This design comes from an exercise in tuning for small area on the open sky130 flow, not from production work.
RTL that was checked went through simulation tests only; none was proved equivalent to the original.
Function not checked in run 1: the RTL went through the layout flow alone.
No activity file was given, so power comes from the tool's default toggle rates.

<file path="flow/flow/run.sh">
#!/bin/bash
# Standard layout (the standard.sh: standard synthesis and ORFS flow) with two
# changes passed as make variables:
#  - port buffers are sky130_fd_sc_hd__buf_1 instead of the default choice;
#  - CTS without dummy loads, with clkbuf_8 and the clustering of config.mk.
# Each tool's full output goes to the ORFS logs under orfs/logs; make's own
# output goes to flow_make.log here.
set -euo pipefail
bash standard.sh \
  "BUFFER_PORTS_ARGS=-buffer_cell sky130_fd_sc_hd__buf_1" \
  "CTS_ARGS=-sink_clustering_enable -repair_clock_nets -dont_use_dummy_load -buf_list sky130_fd_sc_hd__clkbuf_8 -sink_clustering_size 16 -sink_clustering_max_diameter 60" \
  finish > flow_make.log 2>&1
</file>
<file path="flow/standard.sh">
#!/bin/bash
# synth_recipe.tcl (not shown) runs the flow's synth.tcl, then flattens the netlist and writes it again
# the make line also repeats each setting of config.mk as NAME=value (left out here)
make -C /OpenROAD-flow-scripts/flow DESIGN_CONFIG=/design/flow/config.mk WORK_HOME=/design/flow/orfs CLKGATE_MAP_FILE= SYNTH_SCRIPT=/design/flow/synth_recipe.tcl "${@:-finish}"
</file>
<file path="flow/config.mk">
export PLATFORM = sky130hd
export DESIGN_NAME = daq_top
export DESIGN_NICKNAME = daq_top
export VERILOG_FILES = /design/flow/design.v
export SDC_FILE = /design/flow/constraint.sdc
export NUM_CORES = 4
export LEC_CHECK = 0
export CAP_MARGIN = 20
export CORE_MARGIN = 2
export CORE_UTILIZATION = 40
export CTS_BUF_LIST = sky130_fd_sc_hd__clkbuf_8
export CTS_CLUSTER_DIAMETER = 60
export CTS_CLUSTER_SIZE = 16
export SLEW_MARGIN = 20
</file>
<file path="flow/constraint.sdc">
create_clock -name core_clock -period 5.0 [get_ports {clk}]
set_input_delay 1.0000 -clock core_clock [delete_from_list [all_inputs] [get_ports {clk}]]
set_output_delay 1.0000 -clock core_clock [all_outputs]
set_load 0.01 [all_outputs]
</file>
<file path="flow/design.v">
module data_ingress (
    input  logic        clk,
    input  logic        rst,
    input  logic [15:0] adc_ch0,
    input  logic [15:0] adc_ch1,
    input  logic        adc_valid,
    output logic [31:0] m_tdata,
    output logic        m_tvalid,
    input  logic        m_tready
);
    always_ff @(posedge clk) begin
        if (!m_tvalid) m_tdata <= {adc_ch1, adc_ch0};
        if (rst)
            m_tvalid <= 1'b0;
        else if (!m_tvalid)
            m_tvalid <= adc_valid;
        else if (m_tready)
            m_tvalid <= 1'b0;
    end
endmodule
module axi_capture_controller (
    input  logic        clk,
    input  logic        rst,
    input  logic        s_tvalid,
    output logic        s_tready,
    input  logic        m_tready,
    output logic        m_tvalid,
    input  logic        trigger_in,
    input  logic [7:0]  capture_len_cfg,
    input  logic [31:0] timestamp_counter,
    output logic [31:0] latched_timestamp,
    output logic        capture_active
);
    logic trigger_sync, trigger_prev;
    logic rise_d1, trigger_valid;
    logic trigger_latched;
    logic [15:0] sample_count;
    logic [16:0] sample_count_inc;
    logic sample_fire, last_sample;
    always_ff @(posedge clk) begin
        if (rst) begin
            trigger_sync  <= 1'b0;
            trigger_prev  <= 1'b0;
            rise_d1       <= 1'b0;
            trigger_valid <= 1'b0;
        end else begin
            trigger_sync  <= trigger_in;
            trigger_prev  <= trigger_sync;
            rise_d1       <= trigger_sync & ~trigger_prev;
            trigger_valid <= rise_d1;
        end
    end
    assign s_tready    = capture_active & m_tready;
    assign m_tvalid    = capture_active & s_tvalid;
    assign sample_fire = s_tvalid & s_tready;
    assign sample_count_inc = {1'b0, sample_count} + 17'd1;
    assign last_sample = sample_fire && (sample_count_inc == {9'd0, capture_len_cfg});
    always_ff @(posedge clk) begin
        if (rst)
            capture_active <= 1'b0;
        else if (capture_active)
            capture_active <= !last_sample;
        else
            capture_active <= trigger_valid && !trigger_latched;
        if (rst || !capture_active)
            sample_count <= '0;
        else if (sample_fire)
            sample_count <= sample_count_inc[15:0];
        if (!capture_active && trigger_valid)
            latched_timestamp <= timestamp_counter;
        if (rst)
            trigger_latched <= 1'b0;
        else if (capture_active)
            trigger_latched <= 1'b1;
        else if (!trigger_sync)
            trigger_latched <= 1'b0;
    end
endmodule
module axi_fifo (
    input  logic        clk,
    input  logic        rst,
    input  logic [31:0] s_tdata,
    input  logic        s_tvalid,
    output logic        s_tready,
    output logic [31:0] m_tdata,
    output logic        m_tvalid,
    input  logic        m_tready
);
    logic [31:0] mem [0:15];
    logic [16:0] fill;
    wire full = fill[16];
    wire push = s_tvalid & ~full;
    wire pop  = m_tvalid & m_tready;
    assign s_tready = ~full;
    always_ff @(posedge clk) begin
        if (push) begin
            mem[0] <= s_tdata;
            for (int i = 1; i < 16; i++) mem[i] <= mem[i-1];
        end
    end
    always_comb begin
        m_tdata = '0;
        for (int i = 0; i < 16; i++)
            m_tdata = m_tdata | ({32{fill[i+1]}} & mem[i]);
    end
    always_ff @(posedge clk) begin
        if (rst) begin
            fill     <= 17'd1;
            m_tvalid <= 1'b0;
        end else begin
            if (push && !pop) fill <= {fill[15:0], 1'b0};
            else if (pop && !push) fill <= {1'b0, fill[16:1]};
            m_tvalid <= !fill[0] && !(fill[1] && pop && !push);
        end
    end
endmodule
module axi_packetizer (
    input  logic        clk,
    input  logic        rst,
    input  logic [31:0] s_tdata,
    input  logic        s_tvalid,
    output logic        s_tready,
    output logic [31:0] m_tdata,
    output logic        m_tvalid,
    input  logic        m_tready,
    output logic        m_tlast,
    input  logic [31:0] timestamp_latched,
    input  logic [7:0]  capture_len_cfg,
    input  logic [15:0] error_flags
);
    localparam logic [31:0] HEADER = 32'h30415144;
    logic [7:0]  state;    
    logic [1:0]  byte_idx;
    logic [1:0]  out_idx;
    logic        word_active, word_active_d;
    logic [7:0]  remaining;
    logic [15:0] error_flags_reg;
    logic [31:0] payload_reg;
    wire st_idle    = state[0];
    wire st_header  = state[1];
    wire st_ts      = state[2];
    wire st_chnid   = state[3];
    wire st_count   = state[4];
    wire st_payload = state[5];
    wire st_info    = state[6];
    wire st_done    = state[7];
    assign s_tready = st_idle | (st_payload & ~word_active);
    assign m_tvalid = ~st_idle & (~st_payload | word_active_d);
    assign m_tlast  = st_done;
    wire notify_out = m_tvalid & m_tready;
    wire load_word  = st_payload & ~word_active & s_tvalid;
    wire advance = (st_idle & s_tvalid)
                 | (notify_out & (((st_header | st_ts) & byte_idx == 2'd3)
                                  | (st_payload & byte_idx == 2'd3 & remaining == 8'd0)
                                  | (st_info & byte_idx[0])
                                  | st_chnid | st_count | st_done));
    wire idx_inc = notify_out & (st_header | st_ts | st_info | (st_payload & word_active));
    always_ff @(posedge clk) begin
        if (rst) state <= 8'd1;
        else if (advance) state <= {state[6:0], state[7]};
        if (st_idle) byte_idx <= 2'd0;
        else if (idx_inc) byte_idx <= byte_idx + 2'd1;
        word_active   <= st_payload & (word_active ? ~(notify_out & byte_idx == 2'd3) : s_tvalid);
        word_active_d <= word_active;
        out_idx       <= byte_idx;
        if (st_idle) begin
            remaining       <= capture_len_cfg;
            error_flags_reg <= error_flags;
        end else if (load_word) begin
            remaining <= remaining - 8'd1;
        end
        if (st_idle) payload_reg <= timestamp_latched;
        else if (st_payload && !word_active) payload_reg <= s_tdata;
    end
    logic [31:0] field;
    logic [1:0]  shift;
    always_comb begin
        field = '0;
        if (st_header)  field = HEADER;
        if (st_ts)      field = payload_reg;
        if (st_count)   field = {24'd0, remaining};
        if (st_payload) field = payload_reg;
        if (st_info)    field = {16'd0, error_flags_reg};
        shift = st_payload ? out_idx : byte_idx;
        m_tdata = field >> (8 * shift);
    end
endmodule
module usb_tx_if (
    input  logic        clk,
    input  logic        rst,
    input  logic [31:0] s_tdata,
    input  logic        s_tvalid,
    output logic        s_tready,
    output logic [31:0] usb_data,
    output logic        usb_wr_en,
    input  logic        usb_full
);
    assign s_tready = ~usb_full;
    always_ff @(posedge clk) begin
        usb_data <= s_tdata;
        if (rst) usb_wr_en <= 1'b0;
        else     usb_wr_en <= s_tvalid & ~usb_full;
    end
endmodule
module daq_top (
    input logic clk,
    input logic rst,
    input logic [15:0] adc_ch0,
    input logic [15:0] adc_ch1,
    input logic adc_valid,
    input logic trigger_in,
    input logic [31:0] timestamp_counter,
    input logic [7:0] capture_len_cfg,
    input logic [15:0] error_flags,
    input logic usb_full,
    output logic [7:0] tx_data,
    output logic tx_valid,
    input  logic tx_ready,
    output logic tx_last,
    output logic capture_active,
    output logic [31:0]usb_data,
    output logic usb_wr_en
);
    logic [31:0] ingress_tdata;
    logic ingress_tvalid, ingress_tready;
    logic capture_tvalid, capture_tready;
    logic [31:0] fifo_tdata;
    logic fifo_tvalid, fifo_tready;
    logic [31:0] packet_tdata;
    logic packet_tvalid, packet_tready, packet_tlast;
    logic [31:0] latched_timestamp;
    logic usb_ready;
    data_ingress u_ingress (
        .clk(clk),
        .rst(rst),
        .adc_ch0(adc_ch0),
        .adc_ch1(adc_ch1),
        .adc_valid(adc_valid),
        .m_tdata(ingress_tdata),
        .m_tvalid(ingress_tvalid),
        .m_tready(ingress_tready)
    );
    axi_capture_controller u_capture (
        .clk(clk),
        .rst(rst),
        .s_tvalid(ingress_tvalid),
        .s_tready(ingress_tready),
        .m_tready(capture_tready),
        .m_tvalid(capture_tvalid),
        .trigger_in(trigger_in),
        .capture_len_cfg(capture_len_cfg),
        .timestamp_counter(timestamp_counter),
        .latched_timestamp(latched_timestamp),
        .capture_active(capture_active)
    );
    axi_fifo u_fifo (
        .clk(clk),
        .rst(rst),
        .s_tdata(ingress_tdata),
        .s_tvalid(capture_tvalid),
        .s_tready(capture_tready),
        .m_tdata(fifo_tdata),
        .m_tvalid(fifo_tvalid),
        .m_tready(fifo_tready)
    );
    axi_packetizer u_packetizer (
        .clk(clk),
        .rst(rst),
        .s_tdata(fifo_tdata),
        .s_tvalid(fifo_tvalid),
        .s_tready(fifo_tready),
        .m_tdata(packet_tdata),
        .m_tvalid(packet_tvalid),
        .m_tready(packet_tready),
        .m_tlast(packet_tlast),
        .timestamp_latched(latched_timestamp),
        .capture_len_cfg(capture_len_cfg),
        .error_flags(error_flags)
    );
    usb_tx_if usb_tx_inst (
        .clk(clk),
        .rst(rst),
        .s_tdata(packet_tdata),
        .s_tvalid(packet_tvalid),
        .s_tready(usb_ready),
        .usb_data(usb_data),
        .usb_wr_en(usb_wr_en),
        .usb_full(usb_full)
    );
    assign tx_data  = packet_tdata[7:0];
    assign tx_valid = packet_tvalid;
    assign packet_tready = usb_ready & tx_ready;
    assign tx_last  = packet_tlast;
endmodule
</file>
==> results of run 1 <==
-- cell type report --
| cell class | count | area, um^2 |
|---|---|---|
| Antenna cell | 1 | 2.50 |
| Timing Repair Buffer | 168 | 807 |
| Inverter | 36 | 161 |
| Sequential cell | 720 | 20700 |
| Clock buffer | 52 | 716 |
| Fill cell | 5832 | 37100 |
| Multi-Input combinational cell | 776 | 5290 |
| Tap cell | 864 | 1080 |
-- per-layer routing --
layer | part of all wire | global-route usage | vias to the layer above
met5 | 0.00041 | 0 | -
met2 | 0.46 | 0.292 | 675
met1 | 0.44 | 0.267 | 7723
met4 | 0.025 | 0.0581 | 4
met3 | 0.074 | 0.0359 | 93
li1 | - | - | 6694
-- how the worst max path moves through the flow --
stage	endpoint	depth (start not counted)	start	slack (ns)
floorplan	u_fifo.fill[8]	10	u_packetizer.state[5]	0.68
global placement	tx_data[7]	4	u_packetizer.state[5]	1.55
detailed placement	tx_data[7]	4	u_packetizer.state[5]	1.51
CTS	tx_data[7]	4	u_packetizer.state[5]	0.75
global route	tx_data[2]	5	u_packetizer.state[5]	0.68
finish	tx_data[7]	4	u_packetizer.state[5]	0.81
-- critical path, cell delays in order (launching register included) --
cell and delay, ns:
dfxtp_1 0.89, mux2_2 0.68, a21oi_1 0.10, o32ai_1 0.63
buf_1 0.21
-- per-stage QoR --
stage | cells | utilization
floorplan | 1645 | -
detailed placement | 2563 | 0.426
global placement | 2562 | 0.425
CTS | 2615 | 0.437
global route | 2617 | 0.437
finish | 2617 | 0.437
-- cell families after synthesis --
logic type / synth area share
buffers and inverters: 0.0234
xor gates and xnor gates: 0.00986
muxes: 0.0162
AOI/OAI and AO/OA: 0.114
DFF: 0.778
adders and majority gates: 0.00188
and+or+nand+nor: 0.0560
-- power breakdown --
part / switching (W) / internal, W / leakage, nW
Combinational: 0.0000950 / 0.0000474 / 2.02
Clock: 0.00175 / 0.000930 / 0.374
Sequential: 0.0000554 / 0.00657 / 6.53
Total: 0.00190 / 0.00755 / 8.92
-- placed cells by master, fill, tap and decap left out, drive strengths merged, types with 37 or more instances in the layout --
cell type	count
edfxtp	632
buf	168
a22oi	146
nor2	91
dfxtp	88
a21oi	59
a221oi	59
a22o	57
clkbuf	52
nand2	42
nand4	37
==> summary.txt, run 1 <==
Post-DR wirelength/cell: 24.9 um
Post-DP Area: 0.0280 mm^2
Area leader, netlist: edfxtp_1
Fmax: 0.238 GHz
Slew Limit Fails: 0
Detailed Route Iter0 Violations: 1,770
R2R cell count: 8
Data required, critical path: 4.00 ns
Die W: 262 um
IO buf count: 137
Post-synth top area share: 0.712
Initial antenna violation count: 3
Pwr Density: 328 mW/mm^2
Ys Warns: 6
Root Driver: clkbuf_8
CTS Sinks: 720
Setup WS pre-CTS: 1.51 ns
Drt drc: 0
Die Ht: 262 um
Routed wire length: 65.2 mm
Final Hold Viols: 0
Max cap viols: 0
Top cells by area, synth: edfxtp_1 (71%), dfxtp_1 (6.6%), a22oi_1 (4.1%)
HPWL Detailed: 38.7 mm
Most common cell in the netlist: edfxtp_1
Vias in the first global route: 14,800
Worst setup margin: 0.805 ns
1st-pass router iterations: 5
Worst Setup Start Kind: register
Hold Buf Count CTS: 0
Worst-path clk slew: 0.10 ns
CP endpoint kind: output pin
Final setup vio count: 0
Max FFs per register: 512
Post-route ant nets: 0
CTS tree: built
Synth top cells by count: edfxtp_1 (632), a22oi_1 (146), nor2_1 (91)
Final #Nets: 1,852
Total power: 0.00945 W
Initial Utilization: 0.405
Final setup TNS: 0 ns
Design area: 0.0288 mm^2
Detailed-route via count: 15,200
CTS Buf Count: 52
Hold_sp: u_ingress.m_tdata[16]
Crit Reg-Reg Endpoint: u_fifo.fill[5]
PostCTS Resize Cnt: 0
Mapped Nets: 1,743
Hold path depth: 0
Row count: 94
WS Path Type: register to output pin
Htree depth: 2
Count of different cell masters after synthesis: 73
All-Layer GR Usage: 0.187
FF+latch count, synth: 720
FFs w/ async S/R, synth: 0
Worst IR drop on VDD: 0.182 mV
CTS Buffer Depth: 3
Worst Tran Pin Value: 0.942 ns
Largest net degree at the start of global routing: 221
Cells after synthesis: 1,645
Worst rel slew slack: 0.371
Synthesized cell area: 0.0266 mm^2
RSZ-0062 raised after global routing: no
Placeable Area: 0.0659 mm^2
Top_reg_cell synth: edfxtp_1
Number of flops mapped to enable cells by yosys: 632
FF-to-FF Start: u_packetizer.state[5]
# IOs: 138
RePlAce Congestion: 0.893
GRT Residual Overflow: 0
Post-CTS Setup Bufs: 0
Syn Area/Cell: 16.2 um^2
DR vias/cell: 5.80
Largest reg by FF count: u_fifo.mem
Share of cells above drive strength 1: 0.0622
First-pass GRT wire length: 95.8 mm
WHS Endpoint: u_fifo.mem[0][16]
Status: finished clean
Seq/Total Area, Yosys: 0.778
Final cycle utilization of the critical path: 0.839
Synth-to-Final Area Change: 8.10%
Hold WS: 0.377 ns
DIE AREA: 0.0687 mm^2
Worst-skew pair later-pin latency: 0.69 ns
Path category of the worst min-delay check: register to register
Worst Path Arrival: 3.19 ns
P_leak: 8.92 nW
R2r setup slk: 1.66 ns
Worst Skew: 0.0504 ns
Period minus WS final: 4.19 ns
Critical Path Fanout Max: 28
==> inputs of run 2 (changes only) <==
--- a/flow/design.v
+++ b/flow/design.v
@@ -87,7 +87,10 @@
     input  logic        m_tready
 );
     logic [31:0] mem [0:15];
-    logic [16:0] fill;
+    logic [16:1] fill;
+    wire empty = ~|fill;
+    logic was_nonempty;
+    assign m_tvalid = was_nonempty & ~empty;
     wire full = fill[16];
     wire push = s_tvalid & ~full;
     wire pop  = m_tvalid & m_tready;
@@ -103,14 +106,13 @@
         for (int i = 0; i < 16; i++)
             m_tdata = m_tdata | ({32{fill[i+1]}} & mem[i]);
     end
+    always_ff @(posedge clk) was_nonempty <= ~empty;
     always_ff @(posedge clk) begin
         if (rst) begin
-            fill     <= 17'd1;
-            m_tvalid <= 1'b0;
+            fill     <= '0;
         end else begin
-            if (push && !pop) fill <= {fill[15:0], 1'b0};
-            else if (pop && !push) fill <= {1'b0, fill[16:1]};
-            m_tvalid <= !fill[0] && !(fill[1] && pop && !push);
+            if (push && !pop) fill <= {fill[15:1], empty};
+            else if (pop && !push) fill <= {1'b0, fill[16:2]};
         end
     end
 endmodule
@@ -128,36 +130,48 @@
     input  logic [7:0]  capture_len_cfg,
     input  logic [15:0] error_flags
 );
+    localparam logic [2:0] ST_IDLE        = 3'd0,
+                           ST_HEADER      = 3'd1,
+                           ST_TIMESTAMP   = 3'd2,
+                           ST_CHNID       = 3'd3,
+                           ST_SAMPLECOUNT = 3'd4,
+                           ST_PAYLOAD     = 3'd5,
+                           ST_INFO        = 3'd6,
+                           ST_DONE        = 3'd7;
     localparam logic [31:0] HEADER = 32'h30415144;
-    logic [7:0]  state;    
+    logic [2:0]  state;
     logic [1:0]  byte_idx;
     logic [1:0]  out_idx;
     logic        word_active, word_active_d;
     logic [7:0]  remaining;
     logic [15:0] error_flags_reg;
     logic [31:0] payload_reg;
-    wire st_idle    = state[0];
-    wire st_header  = state[1];
-    wire st_ts      = state[2];
-    wire st_chnid   = state[3];
-    wire st_count   = state[4];
-    wire st_payload = state[5];
-    wire st_info    = state[6];
-    wire st_done    = state[7];
+    wire st_idle    = (state == ST_IDLE);
+    wire st_header  = (state == ST_HEADER);
+    wire st_ts      = (state == ST_TIMESTAMP);
+    wire st_count   = (state == ST_SAMPLECOUNT);
+    wire st_payload = (state == ST_PAYLOAD);
+    wire st_info    = (state == ST_INFO);
     assign s_tready = st_idle | (st_payload & ~word_active);
     assign m_tvalid = ~st_idle & (~st_payload | word_active_d);
-    assign m_tlast  = st_done;
+    assign m_tlast  = (state == ST_DONE);
     wire notify_out = m_tvalid & m_tready;
     wire load_word  = st_payload & ~word_active & s_tvalid;
-    wire advance = (st_idle & s_tvalid)
-                 | (notify_out & (((st_header | st_ts) & byte_idx == 2'd3)
-                                  | (st_payload & byte_idx == 2'd3 & remaining == 8'd0)
-                                  | (st_info & byte_idx[0])
-                                  | st_chnid | st_count | st_done));
+    logic advance;
+    always_comb begin
+        case (state)
+            ST_IDLE:      advance = s_tvalid;
+            ST_HEADER,
+            ST_TIMESTAMP: advance = notify_out & (byte_idx == 2'd3);
+            ST_PAYLOAD:   advance = notify_out & (byte_idx == 2'd3) & (remaining == 8'd0);
+            ST_INFO:      advance = notify_out & byte_idx[0];
+            default:      advance = notify_out;
+        endcase
+    end
     wire idx_inc = notify_out & (st_header | st_ts | st_info | (st_payload & word_active));
     always_ff @(posedge clk) begin
-        if (rst) state <= 8'd1;
-        else if (advance) state <= {state[6:0], state[7]};
+        if (rst) state <= ST_IDLE;
+        else if (advance) state <= state + 3'd1;
         if (st_idle) byte_idx <= 2'd0;
         else if (idx_inc) byte_idx <= byte_idx + 2'd1;
         word_active   <= st_payload & (word_active ? ~(notify_out & byte_idx == 2'd3) : s_tvalid);
@@ -172,17 +186,28 @@
         if (st_idle) payload_reg <= timestamp_latched;
         else if (st_payload && !word_active) payload_reg <= s_tdata;
     end
-    logic [31:0] field;
-    logic [1:0]  shift;
+    logic [1:0] shift;
+    logic [3:0] sel_hdr, sel_pl;
+    logic [1:0] sel_ef;
     always_comb begin
-        field = '0;
-        if (st_header)  field = HEADER;
-        if (st_ts)      field = payload_reg;
-        if (st_count)   field = {24'd0, remaining};
-        if (st_payload) field = payload_reg;
-        if (st_info)    field = {16'd0, error_flags_reg};
         shift = st_payload ? out_idx : byte_idx;
-        m_tdata = field >> (8 * shift);
+        for (int d = 0; d < 4; d++) begin
+            sel_hdr[d] = st_header & (shift == d[1:0]);
+            sel_pl[d]  = (st_ts | st_payload) & (shift == d[1:0]);
+        end
+        for (int d = 0; d < 2; d++)
+            sel_ef[d] = st_info & (shift == d[1:0]);
+        m_tdata = '0;
+        for (int lane = 0; lane < 4; lane++)
+            for (int d = 0; d < 4 - lane; d++) begin
+                m_tdata[8*lane +: 8] = m_tdata[8*lane +: 8]
+                    | ({8{sel_hdr[d]}} & HEADER[8*(lane+d) +: 8])
+                    | ({8{sel_pl[d]}}  & payload_reg[8*(lane+d) +: 8]);
+                if (lane + d < 2 && d < 2)
+                    m_tdata[8*lane +: 8] = m_tdata[8*lane +: 8]
+                        | ({8{sel_ef[d]}} & error_flags_reg[8*(lane+d) +: 8]);
+            end
+        m_tdata[7:0] = m_tdata[7:0] | ({8{st_count}} & remaining);
     end
 endmodule
 module usb_tx_if (
==> flow/flow/run.sh (replaced) <==
#!/bin/bash
# Own layout flow:
#  1. the standard synthesis (standard.sh synth), unchanged.
#  2. The combinational logic of that netlist is mapped again by Yosys/ABC for
#     area (flow/remap.tcl); every flip-flop instance of the standard synthesis
#     is kept as it is (same instance, name and cell type).
#  3. The rest of the standard ORFS flow (standard.sh finish) on that netlist,
#     with two make variables:
#     - port buffers are sky130_fd_sc_hd__buf_1;
#     - CTS without dummy loads, clkbuf_8, at most 18 sinks per cluster.
# Each tool's full output is in a log file here (flow_*.log) or, for the ORFS
# steps, under orfs/logs.
set -euo pipefail
R=orfs/results/${FLOW_PLATFORM}/daq_top/base
YOSYS=${YOSYS_EXE:-$(command -v yosys || echo $FLOW_HOME/../tools/install/yosys/bin/yosys)}
export REMAP_LIB=$FLOW_HOME/platforms/${FLOW_PLATFORM}/lib/sky130_fd_sc_hd__tt_025C_1v80.lib
export REMAP_DONT_USE="-dont_use sky130_fd_sc_hd__probe_p_8 -dont_use sky130_fd_sc_hd__probec_p_8 -dont_use sky130_fd_sc_hd__lpflow_bleeder_1 -dont_use sky130_fd_sc_hd__lpflow_clkbufkapwr_1 -dont_use sky130_fd_sc_hd__lpflow_clkbufkapwr_16 -dont_use sky130_fd_sc_hd__lpflow_clkbufkapwr_2 -dont_use sky130_fd_sc_hd__lpflow_clkbufkapwr_4 -dont_use sky130_fd_sc_hd__lpflow_clkbufkapwr_8 -dont_use sky130_fd_sc_hd__lpflow_clkinvkapwr_1 -dont_use sky130_fd_sc_hd__lpflow_clkinvkapwr_16 -dont_use sky130_fd_sc_hd__lpflow_clkinvkapwr_2 -dont_use sky130_fd_sc_hd__lpflow_clkinvkapwr_4 -dont_use sky130_fd_sc_hd__lpflow_clkinvkapwr_8 -dont_use sky130_fd_sc_hd__lpflow_decapkapwr_12 -dont_use sky130_fd_sc_hd__lpflow_decapkapwr_3 -dont_use sky130_fd_sc_hd__lpflow_decapkapwr_4 -dont_use sky130_fd_sc_hd__lpflow_decapkapwr_6 -dont_use sky130_fd_sc_hd__lpflow_decapkapwr_8 -dont_use sky130_fd_sc_hd__lpflow_inputiso0n_1 -dont_use sky130_fd_sc_hd__lpflow_inputiso0p_1 -dont_use sky130_fd_sc_hd__lpflow_inputiso1n_1 -dont_use sky130_fd_sc_hd__lpflow_inputiso1p_1 -dont_use sky130_fd_sc_hd__lpflow_inputisolatch_1 -dont_use sky130_fd_sc_hd__lpflow_isobufsrc_1 -dont_use sky130_fd_sc_hd__lpflow_isobufsrc_16 -dont_use sky130_fd_sc_hd__lpflow_isobufsrc_2 -dont_use sky130_fd_sc_hd__lpflow_isobufsrc_4 -dont_use sky130_fd_sc_hd__lpflow_isobufsrc_8 -dont_use sky130_fd_sc_hd__lpflow_isobufsrckapwr_16 -dont_use sky130_fd_sc_hd__lpflow_lsbuf_lh_hl_isowell_tap_1 -dont_use sky130_fd_sc_hd__lpflow_lsbuf_lh_hl_isowell_tap_2 -dont_use sky130_fd_sc_hd__lpflow_lsbuf_lh_hl_isowell_tap_4 -dont_use sky130_fd_sc_hd__lpflow_lsbuf_lh_isowell_4 -dont_use sky130_fd_sc_hd__lpflow_lsbuf_lh_isowell_tap_1 -dont_use sky130_fd_sc_hd__lpflow_lsbuf_lh_isowell_tap_2 -dont_use sky130_fd_sc_hd__lpflow_lsbuf_lh_isowell_tap_4"

bash standard.sh synth > flow_synth.log 2>&1
cp $R/1_2_yosys.v flow_standard_synth.v
REMAP_IN=flow_standard_synth.v REMAP_OUT=$R/1_2_yosys.v $YOSYS -c flow/remap.tcl > flow_remap.log 2>&1
rm -f $R/1_synth.odb $R/1_synth.sdc
bash standard.sh \
  "BUFFER_PORTS_ARGS=-buffer_cell sky130_fd_sc_hd__buf_1" \
  "CTS_ARGS=-sink_clustering_enable -repair_clock_nets -dont_use_dummy_load -buf_list sky130_fd_sc_hd__clkbuf_8 -sink_clustering_size 18 -sink_clustering_max_diameter 60" \
  finish > flow_make.log 2>&1
==> flow/flow/remap.tcl (new file) <==
# Map the combinational logic of the standard synthesis netlist again, for area.
# Flip-flops and tie cells are black boxes here, so they stay as they are.
yosys -import
set lib $::env(REMAP_LIB)
read_liberty -ignore_miss_func -ignore_miss_dir $lib
blackbox sky130_fd_sc_hd__dfxtp_1 sky130_fd_sc_hd__dfxtp_2 sky130_fd_sc_hd__dfxtp_4 sky130_fd_sc_hd__edfxtp_1 sky130_fd_sc_hd__conb_1
read_verilog $::env(REMAP_IN)
hierarchy -top $::env(FLOW_TOP)
flatten
opt_clean -purge
read_liberty -lib -overwrite $lib
abc -liberty $lib {*}$::env(REMAP_DONT_USE) -script "+strash;&get,-n;&st;&dch;&nf,-R,1000;&put"
opt_clean -purge
hilomap -singleton -hicell sky130_fd_sc_hd__conb_1 HI -locell sky130_fd_sc_hd__conb_1 LO
splitnets
opt_clean -purge
insbuf -buf sky130_fd_sc_hd__buf_4 A X
check -assert -mapped
stat -liberty $lib
write_verilog -noattr -nohex -nodec $::env(REMAP_OUT)
==> flow/config.mk (replaced) <==
export PLATFORM = sky130hd
export DESIGN_NAME = daq_top
export DESIGN_NICKNAME = daq_top
export VERILOG_FILES = /design/flow/design.v
export SDC_FILE = /design/flow/constraint.sdc
export NUM_CORES = 4
export LEC_CHECK = 0
export CAP_MARGIN = 0
export CORE_MARGIN = 2
export CORE_UTILIZATION = 40
export PLACE_DENSITY = 0.75
export SLEW_MARGIN = 0
==> summary.txt, run 2 <==
Status: finished clean (unchanged)
DR vias/cell: 6.05 (was 5.80)
Mapped Nets: 1,538 (was 1,743)
Root Driver: clkbuf_8 (unchanged)
Syn Area/Cell: 17.5 um^2 (was 16.2 um^2)
R2r setup slk: 1.90 ns (was 1.66 ns)
DIE AREA: 0.0652 mm^2 (was 0.0687 mm^2)
Period minus WS final: 4.66 ns (was 4.19 ns)
Most frequent cells in the layout: edfxtp_1 (632), buf_1 (137), nand2_1 (131) (was edfxtp_1 (632), a22oi_1 (146), buf_1 (137))
Cells after synthesis: 1,444 (was 1,645)
Worst Skew: 0.0785 ns (was 0.0504 ns)
Max cap viols: 0 (unchanged)
Largest net degree at the start of global routing: 193 (was 221)
Sequential fraction of design power: 0.706 (was 0.701)
Critical Path Fanout Max: 16 (was 28)
Row count: 92 (was 94)
Met1 Wirelength: 24.6 mm (was 28.7 mm)
# IOs: 138 (unchanged)
All-Layer GR Usage: 0.192 (was 0.187)
GRT Residual Overflow: 0 (unchanged)
Hold_sp: u_ingress.m_tdata[24] (was u_ingress.m_tdata[16])
Initial antenna violation count: 3 (unchanged)
Multi-input combinational cell area: 0.00460 mm^2 (was 0.00529 mm^2)
Share of cells above drive strength 1: 0.0527 (was 0.0622)
Clock network power share: 0.281 (was 0.284)
Worst path slowest cell: nor2_1 (was dfxtp_1)
Final Hold Viols: 0 (unchanged)
Drt drc: 0 (unchanged)
Hold Buf Count CTS: 0 (unchanged)
WS Path Type: register to output pin (unchanged)
R2R cell count: 5 (was 8)
Worst Setup Start Kind: register (unchanged)
# fillers: 5,410 (was 5,832)
1st-pass router iterations: 10 (was 5)
Fmax: 0.215 GHz (was 0.238 GHz)
Final cycle utilization of the critical path: 0.931 (was 0.839)
Worst Path Arrival: 3.66 ns (was 3.19 ns)
Final #Nets: 1,748 (was 1,852)
Die Ht: 255 um (was 262 um)
Synthesized cell area: 0.0253 mm^2 (was 0.0266 mm^2)
HPWL Detailed: 37.3 mm (was 38.7 mm)
Path category of the worst min-delay check: register to register (unchanged)
Sw frac: 0.201 (about the same)
Crit Reg-Reg Endpoint: u_fifo.mem[2][24] (was u_fifo.fill[5])
Ys Warns: 6 (unchanged)
Worst-path clk slew: 0.10 ns (about the same)
CTS Sinks: 714 (was 720)
Vias in the first global route: 14,800 (about the same)
RSZ-0062 raised after global routing: no (unchanged)
P_leak: 8.44 nW (was 8.92 nW)
Post-DR wirelength/cell: 25.7 um (was 24.9 um)
Die W: 255 um (was 262 um)
CTS Buffer Depth: 3 (unchanged)
Worst IR drop on VDD: 0.187 mV (was 0.182 mV)
Highest metal used: met5 (unchanged)
Net Sw Power: 0.00186 W (was 0.00190 W)
Slew Limit Fails: 0 (unchanged)
Data required, critical path: 4.00 ns (about the same)
Routed wire length: 64.1 mm (was 65.2 mm)
Hold path depth: 0 (unchanged)
Bufs and invs on worst path: 1 (unchanged)
Synth-to-Final Area Change: 9.79% (was 8.10%)
WHS Endpoint: u_fifo.mem[0][24] (was u_fifo.mem[0][16])
First-pass GRT wire length: 94.2 mm (was 95.8 mm)
Post-route ant nets: 0 (unchanged)
FF-to-FF Start: u_fifo.fill[16] (was u_packetizer.state[5])
Initial Utilization: 0.403 (was 0.405)
RePlAce Congestion: 0.931 (was 0.893)
Worst rel slew slack: 0.172 (was 0.371)
Wire length on met3: 8.98 mm (was 4.82 mm)
Placeable Area: 0.0627 mm^2 (was 0.0659 mm^2)
Worst-skew pair later-pin latency: 0.71 ns (was 0.69 ns)
Largest reg by FF count: u_fifo.mem (unchanged)
CP endpoint kind: output pin (unchanged)
Placed insts: 2,449 (was 2,563)
Critical Path Max Stage Delay: 0.87 ns (was 0.89 ns)
Post-CTS Setup Bufs: 0 (unchanged)
Part of the power in combinational logic: 0.014 (was 0.015)
Htree depth: 2 (unchanged)
Worst Tran Pin Value: 1.23 ns (was 0.942 ns)
Max FFs per register: 512 (unchanged)
IO buf count: 137 (unchanged)
Non-Filler Instances: 2,498 (was 2,617)
Final setup vio count: 0 (unchanged)
Sequential Area: 0.0206 mm^2 (was 0.0207 mm^2)
CTS Buf Count: 49 (was 52)
Detailed-route via count: 15,100 (was 15,200)
Crit path max-delay family: simple AND/OR/NAND/NOR gates (was flip-flops)
PostCTS Resize Cnt: 0 (unchanged)
Commonest non-fill, non-tap cell in the layout: edfxtp_1 (unchanged)
Final setup TNS: 0 ns (unchanged)
CTS tree: built (unchanged)
Metal2 WL: 28.1 mm (was 30.0 mm)
Ant. Diodes: 0 (was 1)
Internal: 0.00743 W (was 0.00755 W)
Pwr Density: 335 mW/mm^2 (was 328 mW/mm^2)
Detailed Route Iter0 Violations: 2,653 (was 1,770)
Cell chain of the critical path: nor2b_1, nand2_1, nor3_1, a21oi_1, nor2_1, a222oi_1, nand3_1, buf_1 (was mux2_2, a21oi_1, o32ai_1, buf_1)
==> run 2: worst reg2reg max path, cell delays in order, from the launching register on <==
cell and delay (ns):
dfxtp_1 0.32, buf_4 0.34, or2_0 0.31, buf_4 0.21, clkinv_16 0.24, buf_4 1.28
==> run 2: worst max-delay path by stage <==
stage	to	cells after the start	slack (ns)	start
floorplan	u_fifo.fill[11]	7	0.23	u_packetizer.state[2]
global placement	tx_data[4]	8	1.38	u_packetizer.state[0]
detailed placement	tx_data[7]	8	1.15	u_packetizer.state[0]
CTS	tx_data[7]	8	0.43	u_packetizer.state[0]
global route	tx_data[7]	8	0.15	u_packetizer.state[0]
finish	tx_data[4]	8	0.34	u_packetizer.state[0]
==> run 2: through the flow <==
stage | worst slack [ns] | util | total power [W] | hold WS [ns] | cell area (um^2)
2_1_floorplan | 0.226 | - | 0.00673 | 0.367 | 25300
3_3_place_gp | 1.38 | 0.432 | 0.00682 | 0.374 | 27100
3_5_place_dp | 1.15 | 0.432 | 0.00682 | 0.394 | 27100
4_1_cts | 0.426 | 0.442 | 0.00934 | 0.370 | 27800
5_1_grt | 0.146 | 0.442 | 0.00957 | 0.371 | 27800
6_report | 0.344 | 0.442 | 0.00929 | 0.372 | 27800
==> run 2: per-layer routing <==
layer  vias up  track usage
met3       172       0.0587
met4         2       0.0694
li1       6433            -
met5         -            0
met2      1120        0.285
met1      7389        0.266
==> run 2: final cells by class <==
cell class | count | share of cell area
Sequential cell | 714 | 0.743
Multi-Input combinational cell | 715 | 0.166
Tap cell | 846 | 0.0381
Timing Repair Buffer | 167 | 0.0271
Clock buffer | 49 | 0.0243
Inverter | 7 | 0.00189
==> run 2: power groups by stage <==
stage | logic [W] | registers [W] | clock network (W)
4_1_cts | 0.000128 | 0.00656 | 0.00266
3_5_place_dp | 0.000128 | 0.00669 | 0
5_1_grt | 0.000140 | 0.00656 | 0.00287
2_1_floorplan | 0.0000529 | 0.00667 | 0
3_3_place_gp | 0.000126 | 0.00669 | 0
6_report | 0.000127 | 0.00656 | 0.00261
==> inputs of run 3 (changes only) <==
--- a/flow/config.mk
+++ b/flow/config.mk
@@ -8,5 +8,4 @@
 export CAP_MARGIN = 0
 export CORE_MARGIN = 2
 export CORE_UTILIZATION = 40
-export PLACE_DENSITY = 0.75
 export SLEW_MARGIN = 0
==> summary.txt, run 3 <==
Design area: 0.0278 mm^2 (about the same)
Worst rel slew slack: 0.165 (was 0.172)
Initial antenna violation count: 2 (was 3)
Final core occ: 0.443 (was 0.442)
Share of cells above drive strength 1: 0.0527 (about the same)
Final Hold Viols: 0 (unchanged)
Synthesized cell area: 0.0253 mm^2 (unchanged)
Critical Path Max Stage Delay: 0.89 ns (was 0.87 ns)
Worst Path Arrival: 3.60 ns (was 3.66 ns)
CTS Buffer Depth: 3 (unchanged)
DIE AREA: 0.0652 mm^2 (unchanged)
Worst-skew pair later-pin latency: 0.71 ns (about the same)
HPWL Detailed: 37.2 mm (was 37.3 mm)
Multi-input combinational cell area: 0.00460 mm^2 (unchanged)
Syn Area/Cell: 17.5 um^2 (unchanged)
PostCTS Resize Cnt: 0 (unchanged)
Post-route ant nets: 0 (unchanged)
Initial Utilization: 0.403 (unchanged)
Max cap viols: 0 (unchanged)
Routed wire length: 66.4 mm (was 64.1 mm)
Slew Limit Fails: 0 (unchanged)
Largest net degree at the start of global routing: 209 (was 193)
Net Sw Power: 0.00190 W (was 0.00186 W)
Total power: 0.00935 W (was 0.00929 W)
Worst IR drop on VDD: 0.182 mV (was 0.187 mV)
DR vias/cell: 6.01 (was 6.05)
Clock network power share: 0.285 (was 0.281)
RePlAce Congestion: 0.900 (was 0.931)
First-pass GRT wire length: 97.8 mm (was 94.2 mm)
Mapped Nets: 1,538 (unchanged)
Placeable Area: 0.0627 mm^2 (unchanged)
Detailed Route Iter0 Violations: 2,403 (was 2,653)
Commonest non-fill, non-tap cell in the layout: edfxtp_1 (unchanged)
Ys Warns: 6 (unchanged)
Cells after synthesis: 1,444 (unchanged)
Drt drc: 0 (unchanged)
Sequential fraction of design power: 0.701 (was 0.706)
Post-CTS Setup Bufs: 0 (unchanged)
Detailed-route via count: 15,000 (was 15,100)
Post-DP Area: 0.0271 mm^2 (about the same)
Data required, critical path: 4.00 ns (about the same)
CP endpoint kind: output pin (unchanged)
Final setup vio count: 0 (unchanged)
Sequential Area: 0.0206 mm^2 (about the same)
All-Layer GR Usage: 0.200 (was 0.192)
# IOs: 138 (unchanged)
CTS tree: built (unchanged)
Pwr Density: 337 mW/mm^2 (was 335 mW/mm^2)
Die Ht: 255 um (unchanged)
Worst-path clk slew: 0.11 ns (was 0.10 ns)
Ant. Diodes: 0 (unchanged)
Vias in the first global route: 14,600 (was 14,800)
Die W: 255 um (unchanged)
Period minus WS final: 4.60 ns (was 4.66 ns)
IO buf count: 137 (unchanged)
Final #Nets: 1,746 (was 1,748)
Synth-to-Final Area Change: 9.82% (was 9.79%)
GRT Residual Overflow: 0 (unchanged)
Max FFs per register: 512 (unchanged)
Largest reg by FF count: u_fifo.mem (unchanged)
RSZ-0062 raised after global routing: no (unchanged)
Row count: 92 (unchanged)
Root Driver: clkbuf_8 (unchanged)
Sw frac: 0.203 (was 0.201)
Part of the power in combinational logic: 0.014 (about the same)
Final setup TNS: 0 ns (unchanged)
Worst Setup Start Kind: register (unchanged)
1st-pass router iterations: 10 (unchanged)
Status: finished clean (unchanged)
Htree depth: 2 (unchanged)
Hold WS: 0.376 ns (was 0.372 ns)
Final cycle utilization of the critical path: 0.920 (was 0.931)
Worst Skew: 0.0822 ns (was 0.0785 ns)
Worst path slowest cell: o21ai_1 (was nor2_1)
Cell chain of the critical path: nand2b_1, nor2_1, nor3_1, or3_1, o21ai_1, a22oi_1, nand3_1, buf_1 (was nor2b_1, nand2_1, nor3_1, a21oi_1, nor2_1, a222oi_1, nand3_1, buf_1)
Critical Path Fanout Max: 15 (was 16)
P_leak: 8.43 nW (was 8.44 nW)
Most frequent cells in the layout: edfxtp_1 (632), buf_1 (137), nand2_1 (131) (unchanged)
Path category of the worst min-delay check: register to register (unchanged)
CTS Sinks: 714 (unchanged)
# fillers: 5,520 (was 5,410)
Post-DR wirelength/cell: 26.6 um (was 25.7 um)
CTS Buf Count: 50 (was 49)
Hold Buf Count CTS: 0 (unchanged)
Internal: 0.00745 W (was 0.00743 W)
Worst Tran Pin Value: 1.25 ns (was 1.23 ns)
WS Path Type: register to output pin (unchanged)
Fmax: 0.217 GHz (was 0.215 GHz)
-- run 3: cell types whose count changed in the layout (fill, tap and decap cells not counted) --
| cell | before | now |
|---|---|---|
| dfxtp_1 | 82 | 80 |
| buf_4 | 29 | 25 |
| clkbuf_8 | 49 | 50 |
| dfxtp_2 | 0 | 2 |
| buf_12 | 1 | 2 |
-- run 3: layer usage --
layer | vias up | routed length [um] | global-route usage
li1 | 6420 | - | -
met1 | 7530 | 27600 | 0.294
met2 | 940 | 29900 | 0.299
met3 | 104 | 7490 | 0.0472
met4 | 0 | 1400 | 0.0516
met5 | - | 0 | 0
-- run 3: through the flow --
stage                     cells  worst slack, ns
final                      2496            0.398
after CTS                  2496            0.427
after global placement     2446             1.25
after detailed placement   2446             1.18
after floorplan            1444            0.226
after global routing       2496           0.0924
-- run 3: area by class of cell --
class                   count  share of cell area
flip-flops and latches    714               0.743
multi-input cells         715               0.166
well taps                 846              0.0381
repair buffers            164              0.0267
clock buffers              50              0.0248
inverters                   7             0.00189
-- run 3: power by group through the flow --
stage                     Sequential [W]  Clock [W]  Combinational, W
after floorplan                  0.00667          0         0.0000529
after CTS                        0.00656    0.00274          0.000129
final                            0.00656    0.00266          0.000127
after detailed placement         0.00669          0          0.000129
after global placement           0.00669          0          0.000127
after global routing             0.00657    0.00293          0.000140
-- run 3: final timing paths --
check	start	end	slack, ns	cells after the start
worst max-delay path	u_packetizer.state[0]	tx_data[3]	0.40	8
worst min register to register	u_fifo.mem[8][23]	u_fifo.mem[9][23]	0.38	0
worst min-delay path	u_fifo.mem[8][23]	u_fifo.mem[9][23]	0.38	0
worst max register to register	u_packetizer.state[2]	u_fifo.fill[11]	1.68	7
-- run 3: critical path, delay by kind of cell, from the launching register on --
kind            cells  cell delay, ns
flops               1            0.46
compound gates      2            1.11
buf+inv             1            0.19
simple gates        5            1.16
==> inputs of run 4 (changes only) <==
--- a/flow/flow/remap.tcl
+++ b/flow/flow/remap.tcl
@@ -9,7 +9,8 @@
 flatten
 opt_clean -purge
 read_liberty -lib -overwrite $lib
-abc -liberty $lib {*}$::env(REMAP_DONT_USE) -script "+strash;&get,-n;&st;&dch;&nf,-R,1000;&put"
+# three rounds of choice computation and area-oriented mapping
+abc -liberty $lib {*}$::env(REMAP_DONT_USE) -script "+strash;&get,-n;&st;&dch;&nf,-R,1000;&put;&get,-n;&st;&dch;&nf,-R,1000;&put;&get,-n;&st;&dch;&nf,-R,1000;&put;"
 opt_clean -purge
 hilomap -singleton -hicell sky130_fd_sc_hd__conb_1 HI -locell sky130_fd_sc_hd__conb_1 LO
 splitnets
--- a/flow/config.mk
+++ b/flow/config.mk
@@ -7,5 +7,6 @@
 export LEC_CHECK = 0
 export CAP_MARGIN = 0
 export CORE_MARGIN = 2
-export CORE_UTILIZATION = 40
+export CORE_UTILIZATION = 55
+export PLACE_DENSITY = 0.75
 export SLEW_MARGIN = 0
==> summary.txt, run 4 <==
Placeable Area: 0.0452 mm^2 (was 0.0627 mm^2)
Hold_sp: u_packetizer.word_active (was u_fifo.mem[8][23])
Share of cells above drive strength 1: 0.0507 (was 0.0527)
Initial antenna violation count: 0 (was 2)
Commonest non-fill, non-tap cell in the layout: edfxtp_1 (unchanged)
Synth-to-Final Area Change: 8.54% (was 9.82%)
GRT Residual Overflow: 0 (unchanged)
Cells after synthesis: 1,395 (was 1,444)
CP endpoint kind: output pin (unchanged)
Drt drc: 0 (unchanged)
Max FFs per register: 512 (unchanged)
P_leak: 8.40 nW (was 8.43 nW)
Net Sw Power: 0.00184 W (was 0.00190 W)
Largest reg by FF count: u_fifo.mem (unchanged)
Sequential fraction of design power: 0.709 (was 0.701)
CTS Buf Count: 48 (was 50)
Routed wire length: 61.6 mm (was 66.4 mm)
Pwr Density: 340 mW/mm^2 (was 337 mW/mm^2)
R2R cell count: 8 (was 7)
Hold Buf Count CTS: 0 (unchanged)
Part of the power in combinational logic: 0.013 (was 0.014)
Initial Utilization: 0.555 (was 0.403)
Worst Path Arrival: 3.68 ns (was 3.60 ns)
Clock network power share: 0.278 (was 0.285)
Path category of the worst min-delay check: register to register (unchanged)
Final Hold Viols: 0 (unchanged)
Worst Tran Pin Value: 1.24 ns (was 1.25 ns)
Final cycle utilization of the critical path: 0.936 (was 0.920)
# fillers: 3,280 (was 5,520)
Post-route ant nets: 0 (unchanged)
Row count: 78 (was 92)
Critical Path Fanout Max: 16 (was 15)
DIE AREA: 0.0473 mm^2 (was 0.0652 mm^2)
PostCTS Resize Cnt: 0 (unchanged)
Fmax: 0.214 GHz (was 0.217 GHz)
Max cap viols: 0 (unchanged)
Slew Limit Fails: 0 (unchanged)
FF-to-FF Start: u_packetizer.state[2] (unchanged)
HPWL Detailed: 34.7 mm (was 37.2 mm)
Die W: 217 um (was 255 um)
Synthesized cell area: 0.0251 mm^2 (was 0.0253 mm^2)
CTS Buffer Depth: 3 (unchanged)
Root Driver: clkbuf_8 (unchanged)
Multi-input combinational cell area: 0.00439 mm^2 (was 0.00460 mm^2)
WHS Endpoint: u_packetizer.word_active_d (was u_fifo.mem[9][23])
WS Path Type: register to output pin (unchanged)
CTS Sinks: 714 (unchanged)
Worst rel slew slack: 0.171 (was 0.165)
# IOs: 138 (unchanged)
Data required, critical path: 4.00 ns (about the same)
Non-Filler Instances: 2,197 (was 2,496)
Htree depth: 2 (unchanged)
Final setup vio count: 0 (unchanged)
First-pass GRT wire length: 90.3 mm (was 97.8 mm)
IO buf count: 137 (unchanged)
Ys Warns: 6 (unchanged)
Final setup TNS: 0 ns (unchanged)
Mapped Nets: 1,489 (was 1,538)
Sw frac: 0.199 (was 0.203)
Largest net degree at the start of global routing: 180 (was 209)
Most frequent cells in the layout: edfxtp_1 (632), a222oi_1 (153), buf_1 (137) (was edfxtp_1 (632), buf_1 (137), nand2_1 (131))
Detailed-route via count: 14,800 (was 15,000)
RePlAce Congestion: 0.895 (was 0.900)
Vias in the first global route: 14,500 (was 14,600)
Post-DR wirelength/cell: 28.1 um (was 26.6 um)
Hold WS: 0.382 ns (was 0.376 ns)
Ant. Diodes: 0 (unchanged)
Worst-skew pair later-pin latency: 0.66 ns (was 0.71 ns)
Detailed Route Iter0 Violations: 2,984 (was 2,403)
Placed insts: 2,149 (was 2,446)
Final #Nets: 1,693 (was 1,746)
Syn Area/Cell: 18.0 um^2 (was 17.5 um^2)
1st-pass router iterations: 13 (was 10)
CTS tree: built (unchanged)
Worst Setup Start Kind: register (unchanged)
Post-CTS Setup Bufs: 0 (unchanged)
All-Layer GR Usage: 0.260 (was 0.200)
R2r setup slk: 1.18 ns (was 1.68 ns)
Status: finished clean (unchanged)
Worst Skew: 0.0575 ns (was 0.0822 ns)
Sequential Area: 0.0206 mm^2 (about the same)
DR vias/cell: 6.75 (was 6.01)
Worst-path clk slew: 0.08 ns (was 0.11 ns)
Die Ht: 217 um (was 255 um)
RSZ-0062 raised after global routing: no (unchanged)
Period minus WS final: 4.68 ns (was 4.60 ns)
Worst IR drop on VDD: 0.206 mV (was 0.182 mV)
Hold path depth: 0 (unchanged)
Crit Reg-Reg Endpoint: u_fifo.fill[15] (was u_fifo.fill[11])
Internal: 0.00741 W (was 0.00745 W)
run 4: final cells by class:
cell class,instances,share of cell area
Clock buffer,48,0.0243
Inverter,7,0.00193
Multi-Input combinational cell,666,0.161
Sequential cell,714,0.758
Tap cell,600,0.0276
Timing Repair Buffer,162,0.0272
run 4: layer usage:
| metal | track usage | routed length (um) | vias up |
|---|---|---|---|
| met4 | 0.115 | 2570 | 0 |
| met5 | 0 | 0 | - |
| met1 | 0.375 | 23500 | 7227 |
| met2 | 0.377 | 27300 | 1109 |
| met3 | 0.0679 | 8230 | 176 |
| li1 | - | - | 6324 |
run 4: worst max path at each step:
stage                      endpoint  slack, ns  cells past startpoint                   from
finish                   tx_data[7]       0.32                      9  u_packetizer.state[0]
global route             tx_data[7]       0.11                      9  u_packetizer.state[0]
CTS                      tx_data[7]       0.38                      9  u_packetizer.state[0]
detailed placement       tx_data[7]       1.07                      9  u_packetizer.state[0]
global placement         tx_data[7]       1.23                      9  u_packetizer.state[0]
floorplan           u_fifo.fill[15]       0.11                      6        u_fifo.fill[16]
run 4: power groups by stage:
stage / clock network [W] / logic [W] / registers, W
2_1_floorplan: 0 / 0.0000527 / 0.00667
3_3_place_gp: 0 / 0.000120 / 0.00669
3_5_place_dp: 0 / 0.000124 / 0.00669
4_1_cts: 0.00262 / 0.000124 / 0.00656
5_1_grt: 0.00282 / 0.000135 / 0.00656
6_report: 0.00257 / 0.000123 / 0.00656
run 4: per-stage QoR:
step | power (W) | util | worst slack (ns) | instance area, um^2
6_report | 0.00925 | 0.602 | 0.318 | 27200
5_1_grt | 0.00952 | 0.602 | 0.110 | 27200
4_1_cts | 0.00930 | 0.602 | 0.384 | 27200
3_5_place_dp | 0.00682 | 0.588 | 1.07 | 26600
3_3_place_gp | 0.00681 | 0.588 | 1.23 | 26600
2_1_floorplan | 0.00673 | - | 0.112 | 25100
run 4: critical path, cell delays in order (launching register included):
cell and delay (ns):
dfxtp_1 0.50, nand2b_1 0.21, nor2_1 0.22, nor2_1 0.14, nor2_1 0.15, a21oi_1 0.17
nor2_1 0.90, a222oi_1 0.30, nand3_1 0.28, buf_1 0.18
==> inputs of run 5 (changes only) <==
--- a/flow/config.mk
+++ b/flow/config.mk
@@ -7,6 +7,6 @@
 export LEC_CHECK = 0
 export CAP_MARGIN = 0
 export CORE_MARGIN = 2
-export CORE_UTILIZATION = 55
+export CORE_UTILIZATION = 40
 export PLACE_DENSITY = 0.75
 export SLEW_MARGIN = 0
==> summary.txt, run 5 <==
Status: finished clean (unchanged)
GRT Residual Overflow: 0 (unchanged)
Pwr Density: 337 mW/mm^2 (was 340 mW/mm^2)
Share of cells above drive strength 1: 0.0525 (was 0.0507)
CP most frequent cell: nor2_1 (unchanged)
Vias in the first global route: 14,800 (was 14,500)
Clock network power share: 0.278 (about the same)
DIE AREA: 0.0647 mm^2 (was 0.0473 mm^2)
Worst Setup Start Kind: register (unchanged)
# IOs: 138 (unchanged)
Routed wire length: 64.4 mm (was 61.6 mm)
Ys Warns: 6 (unchanged)
Syn Area/Cell: 18.0 um^2 (unchanged)
Detailed-route via count: 14,800 (unchanged)
CTS tree: built (unchanged)
Slew Limit Fails: 0 (unchanged)
FF-to-FF Start: u_packetizer.state[2] (unchanged)
Sw frac: 0.199 (about the same)
Path category of the worst min-delay check: register to register (unchanged)
First-pass GRT wire length: 94.3 mm (was 90.3 mm)
Ant. Diodes: 0 (unchanged)
Final #Nets: 1,695 (was 1,693)
Htree depth: 2 (unchanged)
Net Sw Power: 0.00184 W (about the same)
Die W: 254 um (was 217 um)
Drt drc: 0 (unchanged)
Final Hold Viols: 0 (unchanged)
Worst rel slew slack: 0.197 (was 0.171)
Largest reg by FF count: u_fifo.mem (unchanged)
Worst Skew: 0.0675 ns (was 0.0575 ns)
All-Layer GR Usage: 0.198 (was 0.260)
Placeable Area: 0.0618 mm^2 (was 0.0452 mm^2)
Detailed Route Iter0 Violations: 2,844 (was 2,984)
Commonest non-fill, non-tap cell in the layout: edfxtp_1 (unchanged)
PostCTS Resize Cnt: 0 (unchanged)
Synth-to-Final Area Change: 9.72% (was 8.54%)
Hold Buf Count CTS: 0 (unchanged)
Cell chain of the critical path: nand2b_1, nor2_1, nor2_1, nor2_1, a21oi_1, nor2_2, a222oi_1, nand3_1, buf_1 (was nand2b_1, nor2_1, nor2_1, nor2_1, a21oi_1, nor2_1, a222oi_1, nand3_1, buf_1)
CTS Sinks: 714 (unchanged)
Root Driver: clkbuf_8 (unchanged)
Worst Tran Pin Value: 1.20 ns (was 1.24 ns)
Worst-skew pair later-pin latency: 0.70 ns (was 0.66 ns)
Hold_sp: u_capture.trigger_prev (was u_packetizer.word_active)
RePlAce Congestion: 0.939 (was 0.895)
Final core occ: 0.445 (was 0.602)
Mapped Nets: 1,489 (unchanged)
WS Path Type: register to output pin (unchanged)
IO buf count: 137 (unchanged)
Critical Path Max Stage Delay: 0.49 ns (was 0.90 ns)
Internal: 0.00741 W (about the same)
CTS Buffer Depth: 3 (unchanged)
Critical Path Fanout Max: 16 (unchanged)
WHS Endpoint: u_capture.rise_d1 (was u_packetizer.word_active_d)
Period minus WS final: 4.61 ns (was 4.68 ns)
Largest net degree at the start of global routing: 199 (was 180)
Cells after synthesis: 1,395 (unchanged)
Final cycle utilization of the critical path: 0.922 (was 0.936)
Part of the power in combinational logic: 0.014 (was 0.013)
Crit Reg-Reg Endpoint: u_fifo.fill[15] (unchanged)
Most frequent cells in the layout: edfxtp_1 (632), a222oi_1 (153), buf_1 (137) (unchanged)
Initial antenna violation count: 1 (was 0)
Worst Path Arrival: 3.61 ns (was 3.68 ns)
Data required, critical path: 4.00 ns (about the same)
CTS Buf Count: 48 (unchanged)
RSZ-0062 raised after global routing: no (unchanged)
Worst IR drop on VDD: 0.167 mV (was 0.206 mV)
Final setup vio count: 0 (unchanged)
Fmax: 0.217 GHz (was 0.214 GHz)
CP endpoint kind: output pin (unchanged)
Synthesized cell area: 0.0251 mm^2 (unchanged)
DR vias/cell: 6.09 (was 6.75)
# fillers: 5,304 (was 3,280)
HPWL Detailed: 37.0 mm (was 34.7 mm)
Final setup TNS: 0 ns (unchanged)
Post-CTS Setup Bufs: 0 (unchanged)
Worst path slowest cell: a21oi_1 (was nor2_1)
1st-pass router iterations: 9 (was 13)
Die Ht: 254 um (was 217 um)
Worst-path clk slew: 0.12 ns (was 0.08 ns)
Sequential fraction of design power: 0.708 (was 0.709)
Bufs and invs on worst path: 1 (unchanged)
Max cap viols: 0 (unchanged)
Initial Utilization: 0.405 (was 0.555)
Post-route ant nets: 0 (unchanged)
P_leak: 8.40 nW (about the same)
Hold path depth: 1 (was 0)
Max FFs per register: 512 (unchanged)
Post-DR wirelength/cell: 26.4 um (was 28.1 um)
R2R cell count: 7 (was 8)
R2r setup slk: 1.15 ns (was 1.18 ns)
Crit path max-delay family: simple AND/OR/NAND/NOR gates (unchanged)
Row count: 91 (was 78)
## run 5: worst max-delay path by stage
stage / startpoint / endpoint / slack, ns / cells after the start
6_report: u_packetizer.state[1] / tx_data[7] / 0.39 / 9
5_1_grt: u_packetizer.state[1] / tx_data[1] / 0.11 / 9
4_1_cts: u_packetizer.state[0] / tx_data[6] / 0.30 / 9
3_5_place_dp: u_packetizer.state[0] / tx_data[6] / 1.05 / 9
3_3_place_gp: u_packetizer.state[0] / tx_data[6] / 1.22 / 9
2_1_floorplan: u_fifo.fill[16] / u_fifo.fill[15] / 0.11 / 6
## run 5: layout make-up
class / count / area, um^2 / share of cell area
Sequential cell: 714 / 20600 / 0.750
Inverter: 7 / 52.6 / 0.00191
Clock buffer: 48 / 661 / 0.0240
Timing Repair Buffer: 164 / 729 / 0.0265
Multi-Input combinational cell: 666 / 4400 / 0.160
Tap cell: 837 / 1050 / 0.0381
## run 5: layer usage
layer | vias up | share of wire | track usage
met4 | 0 | 0.045 | 0.0842
met2 | 1171 | 0.43 | 0.286
met5 | - | 0 | 0
li1 | 6327 | - | -
met3 | 170 | 0.15 | 0.0658
met1 | 7168 | 0.38 | 0.273
## run 5: power groups by stage
stage          sequential, W  combinational, W  clock (W)
2_1_floorplan        0.00667         0.0000527          0
3_3_place_gp         0.00669          0.000126          0
3_5_place_dp         0.00669          0.000129          0
4_1_cts              0.00656          0.000130    0.00262
5_1_grt              0.00657          0.000141    0.00281
6_report             0.00656          0.000128    0.00257
## run 5: metrics by stage
| step | power, W | hold slack [ns] | setup WS (ns) | instance area (um^2) | instances |
|---|---|---|---|---|---|
| after floorplan | 0.00673 | 0.359 | 0.112 | 25100 | 1395 |
| after global placement | 0.00682 | 0.372 | 1.22 | 26800 | 2388 |
| after detailed placement | 0.00682 | 0.381 | 1.05 | 26800 | 2388 |
| after CTS | 0.00931 | 0.366 | 0.302 | 27500 | 2436 |
| after global routing | 0.00952 | 0.369 | 0.111 | 27500 | 2436 |
| final | 0.00926 | 0.362 | 0.390 | 27500 | 2436 |
## run 5: worst register-to-register path: stages (launching register included)
cell,delay (ns)
dfxtp_1,0.44
or3_2,0.79
o21ai_4,0.52
nand2_1,0.23
nor2_1,0.82
nor2_1,0.46
a222oi_1,0.43
nor2_1,0.07
==> inputs of run 6 (changes only) <==
--- a/flow/flow/run.sh
+++ b/flow/flow/run.sh
@@ -7,7 +7,7 @@
 #  3. The rest of the standard ORFS flow (standard.sh finish) on that netlist,
 #     with two make variables:
 #     - port buffers are sky130_fd_sc_hd__buf_1;
-#     - CTS without dummy loads, clkbuf_8, at most 18 sinks per cluster.
+#     - CTS without dummy loads, clkbuf_8, at most 16 sinks per cluster.
 # Each tool's full output is in a log file here (flow_*.log) or, for the ORFS
 # steps, under orfs/logs.
 set -euo pipefail
@@ -22,5 +22,5 @@
 rm -f $R/1_synth.odb $R/1_synth.sdc
 bash standard.sh \
   "BUFFER_PORTS_ARGS=-buffer_cell sky130_fd_sc_hd__buf_1" \
-  "CTS_ARGS=-sink_clustering_enable -repair_clock_nets -dont_use_dummy_load -buf_list sky130_fd_sc_hd__clkbuf_8 -sink_clustering_size 18 -sink_clustering_max_diameter 60" \
+  "CTS_ARGS=-sink_clustering_enable -repair_clock_nets -dont_use_dummy_load -buf_list sky130_fd_sc_hd__clkbuf_8 -sink_clustering_size 16 -sink_clustering_max_diameter 60" \
   finish > flow_make.log 2>&1
==> summary.txt, run 6 <==
Final setup TNS: 0 ns (unchanged)
Drt drc: 0 (unchanged)
Worst Tran Pin Value: 1.24 ns (was 1.20 ns)
Detailed Route Iter0 Violations: 2,990 (was 2,844)
Final setup vio count: 0 (unchanged)
Critical Path Max Stage Delay: 0.49 ns (about the same)
# fillers: 5,296 (was 5,304)
CTS tree: built (unchanged)
Htree depth: 2 (unchanged)
R2r setup slk: 1.17 ns (was 1.15 ns)
CTS Buf Count: 53 (was 48)
Data required, critical path: 4.00 ns (about the same)
DIE AREA: 0.0647 mm^2 (unchanged)
Crit Reg-Reg Endpoint: u_fifo.fill[15] (unchanged)
Number of cells on the critical path: 9 (unchanged)
Hold WS: 0.388 ns (was 0.362 ns)
Initial antenna violation count: 1 (unchanged)
Initial Utilization: 0.405 (unchanged)
Row count: 91 (unchanged)
1st-pass router iterations: 9 (unchanged)
# IOs: 138 (unchanged)
Final cycle utilization of the critical path: 0.918 (was 0.922)
WS Path Type: register to output pin (unchanged)
Crit path max-delay family: simple AND/OR/NAND/NOR gates (unchanged)
Vias in the first global route: 14,800 (about the same)
CTS Sinks: 714 (unchanged)
P_leak: 8.44 nW (was 8.40 nW)
Bufs and invs on worst path: 1 (unchanged)
Post-DR wirelength/cell: 26.4 um (about the same)
Detailed-route via count: 15,000 (was 14,800)
Synthesized cell area: 0.0251 mm^2 (unchanged)
Placeable Area: 0.0618 mm^2 (unchanged)
Startpoint of the worst setup timing path: u_packetizer.state[1] (unchanged)
Total power: 0.00937 W (was 0.00926 W)
DR vias/cell: 6.13 (was 6.09)
IO buf count: 137 (unchanged)
Final Hold Viols: 0 (unchanged)
Max FFs per register: 512 (unchanged)
Worst Setup Start Kind: register (unchanged)
Status: finished clean (unchanged)
Post-route ant nets: 0 (unchanged)
Path category of the worst min-delay check: register to register (unchanged)
CTS Buffer Depth: 3 (unchanged)
Ys Warns: 6 (unchanged)
Largest net degree at the start of global routing: 199 (unchanged)
Die W: 254 um (unchanged)
Worst setup margin: 0.412 ns (was 0.390 ns)
Worst-path clk slew: 0.11 ns (was 0.12 ns)
Share of cells above drive strength 1: 0.0555 (was 0.0525)
Worst Path Arrival: 3.59 ns (was 3.61 ns)
Cell chain of the critical path: nand2b_1, nor2_1, nor2_1, nor2_1, a21oi_1, nor2_2, a222oi_1, nand3_1, buf_1 (unchanged)
CP most frequent cell: nor2_1 (unchanged)
Critical Path Fanout Max: 16 (unchanged)
Mapped Nets: 1,489 (unchanged)
HPWL Detailed: 37.0 mm (unchanged)
Worst rel slew slack: 0.175 (was 0.197)
GRT Residual Overflow: 0 (unchanged)
Worst-skew pair later-pin latency: 0.68 ns (was 0.70 ns)
Syn Area/Cell: 18.0 um^2 (unchanged)
RSZ-0062 raised after global routing: no (unchanged)
Non-Filler Instances: 2,441 (was 2,436)
Max cap viols: 0 (unchanged)
Setup crit end: tx_data[3] (was tx_data[7])
First-pass GRT wire length: 94.5 mm (was 94.3 mm)
FF-to-FF Start: u_packetizer.state[2] (unchanged)
Worst path slowest cell: a21oi_1 (unchanged)
Period minus WS final: 4.59 ns (was 4.61 ns)
Slew Limit Fails: 0 (unchanged)
Root Driver: clkbuf_8 (unchanged)
R2R cell count: 7 (unchanged)
Setup WS pre-CTS: 1.05 ns (unchanged)
Most frequent cells in the layout: edfxtp_1 (632), a222oi_1 (153), buf_1 (137) (unchanged)
Ant. Diodes: 0 (unchanged)
RePlAce Congestion: 0.939 (unchanged)
Cells after synthesis: 1,395 (unchanged)
Routed wire length: 64.4 mm (about the same)
Commonest non-fill, non-tap cell in the layout: edfxtp_1 (unchanged)
Die Ht: 254 um (unchanged)
Pwr Density: 340 mW/mm^2 (was 337 mW/mm^2)
Final #Nets: 1,700 (was 1,695)
Fmax: 0.218 GHz (was 0.217 GHz)
All-Layer GR Usage: 0.198 (about the same)
Worst IR drop on VDD: 0.221 mV (was 0.167 mV)
CP endpoint kind: output pin (unchanged)
Placed insts: 2,388 (unchanged)
Worst Skew: 0.0528 ns (was 0.0675 ns)
Post-CTS Setup Bufs: 0 (unchanged)
Synth-to-Final Area Change: 9.99% (was 9.72%)
Largest reg by FF count: u_fifo.mem (unchanged)
## run 6: layer usage
metal | share of wire | vias up | GRT usage
li1 | - | 6332 | -
met2 | 0.43 | 1127 | 0.287
met5 | 0 | - | 0
met3 | 0.14 | 164 | 0.0602
met4 | 0.045 | 0 | 0.0874
met1 | 0.38 | 7338 | 0.275
## run 6: worst min path at each step
stage | slack [ns] | startpoint | cells past startpoint | end
global route | 0.40 | u_capture.trigger_prev | 1 | u_capture.rise_d1
detailed placement | 0.38 | u_capture.trigger_prev | 1 | u_capture.rise_d1
CTS | 0.39 | u_capture.trigger_prev | 1 | u_capture.rise_d1
floorplan | 0.36 | u_packetizer.word_active | 0 | u_packetizer.word_active_d
finish | 0.39 | u_capture.trigger_prev | 1 | u_capture.rise_d1
global placement | 0.37 | u_packetizer.word_active | 0 | u_packetizer.word_active_d
## run 6: per-stage QoR
step | area, um^2 | utilization
after floorplan | 25100 | -
after global placement | 26800 | 0.434
after detailed placement | 26800 | 0.434
after CTS | 27600 | 0.446
after global routing | 27600 | 0.446
final | 27600 | 0.446
## run 6: where the power goes
group | total [W] | internal [W] | switching, W
Clock | 0.00269 | 0.000948 | 0.00174
Combinational | 0.000128 | 0.0000370 | 0.0000907
Sequential | 0.00656 | 0.00651 | 0.0000456
Total | 0.00937 | 0.00750 | 0.00187
## run 6: area by class of cell
class                      count  area [um^2]  share of cell area
inverter                       7         52.6             0.00191
multi-input combinational    666         4400               0.159
timing repair buffer         164          729              0.0265
tap                          837         1050              0.0380
clock buffer                  53          729              0.0265
sequential                   714        20600               0.748
## run 6: what timing repair did
action,CTS,global route
gates resized for setup,0,2
hold endpoints to repair,0,0
endpoints found under the setup margin,0,5
hold buffers,0,0

re-timing with driven ports:
In the flow no input, the clock included, has a driving cell. The finished layouts below were timed again as built, in two steps. Step 1 assumes that a clkbuf_16 drives the clock port and a buf_2 every other input. Step 2 times the ports against the registers' clock, not the clock port: input delays grow and output delays shrink by t, the midpoint of the rising clock arrivals with the driver on. Three values: no drivers, after step 1, after step 2; two values: the first two.
run | t (ns) | slack for setup (ns) | worst setup path after step 2 | latest minus earliest clock arrival (ns) | worst slew at a driven data input, ns
run 1 | 0.721 | 0.805 / 0.747 / 1.468 | register to output | 0.071 / 0.071 | 0.10
run 2 | 0.723 | 0.344 / 0.286 / 1.009 | register to output | 0.093 / 0.093 | 0.06
run 3 | 0.728 | 0.398 / 0.344 / 1.072 | register to output | 0.088 / 0.088 | 0.07
run 4 | 0.683 | 0.318 / 0.268 / 0.951 | register to output | 0.065 / 0.065 | 0.06
run 5 | 0.715 | 0.390 / 0.338 / 1.053 | register to output | 0.068 / 0.069 | 0.06
run 6 | 0.707 | 0.412 / 0.360 / 1.067 | register to output | 0.063 / 0.063 | 0.06
After both steps setup and hold are still met in every run listed.
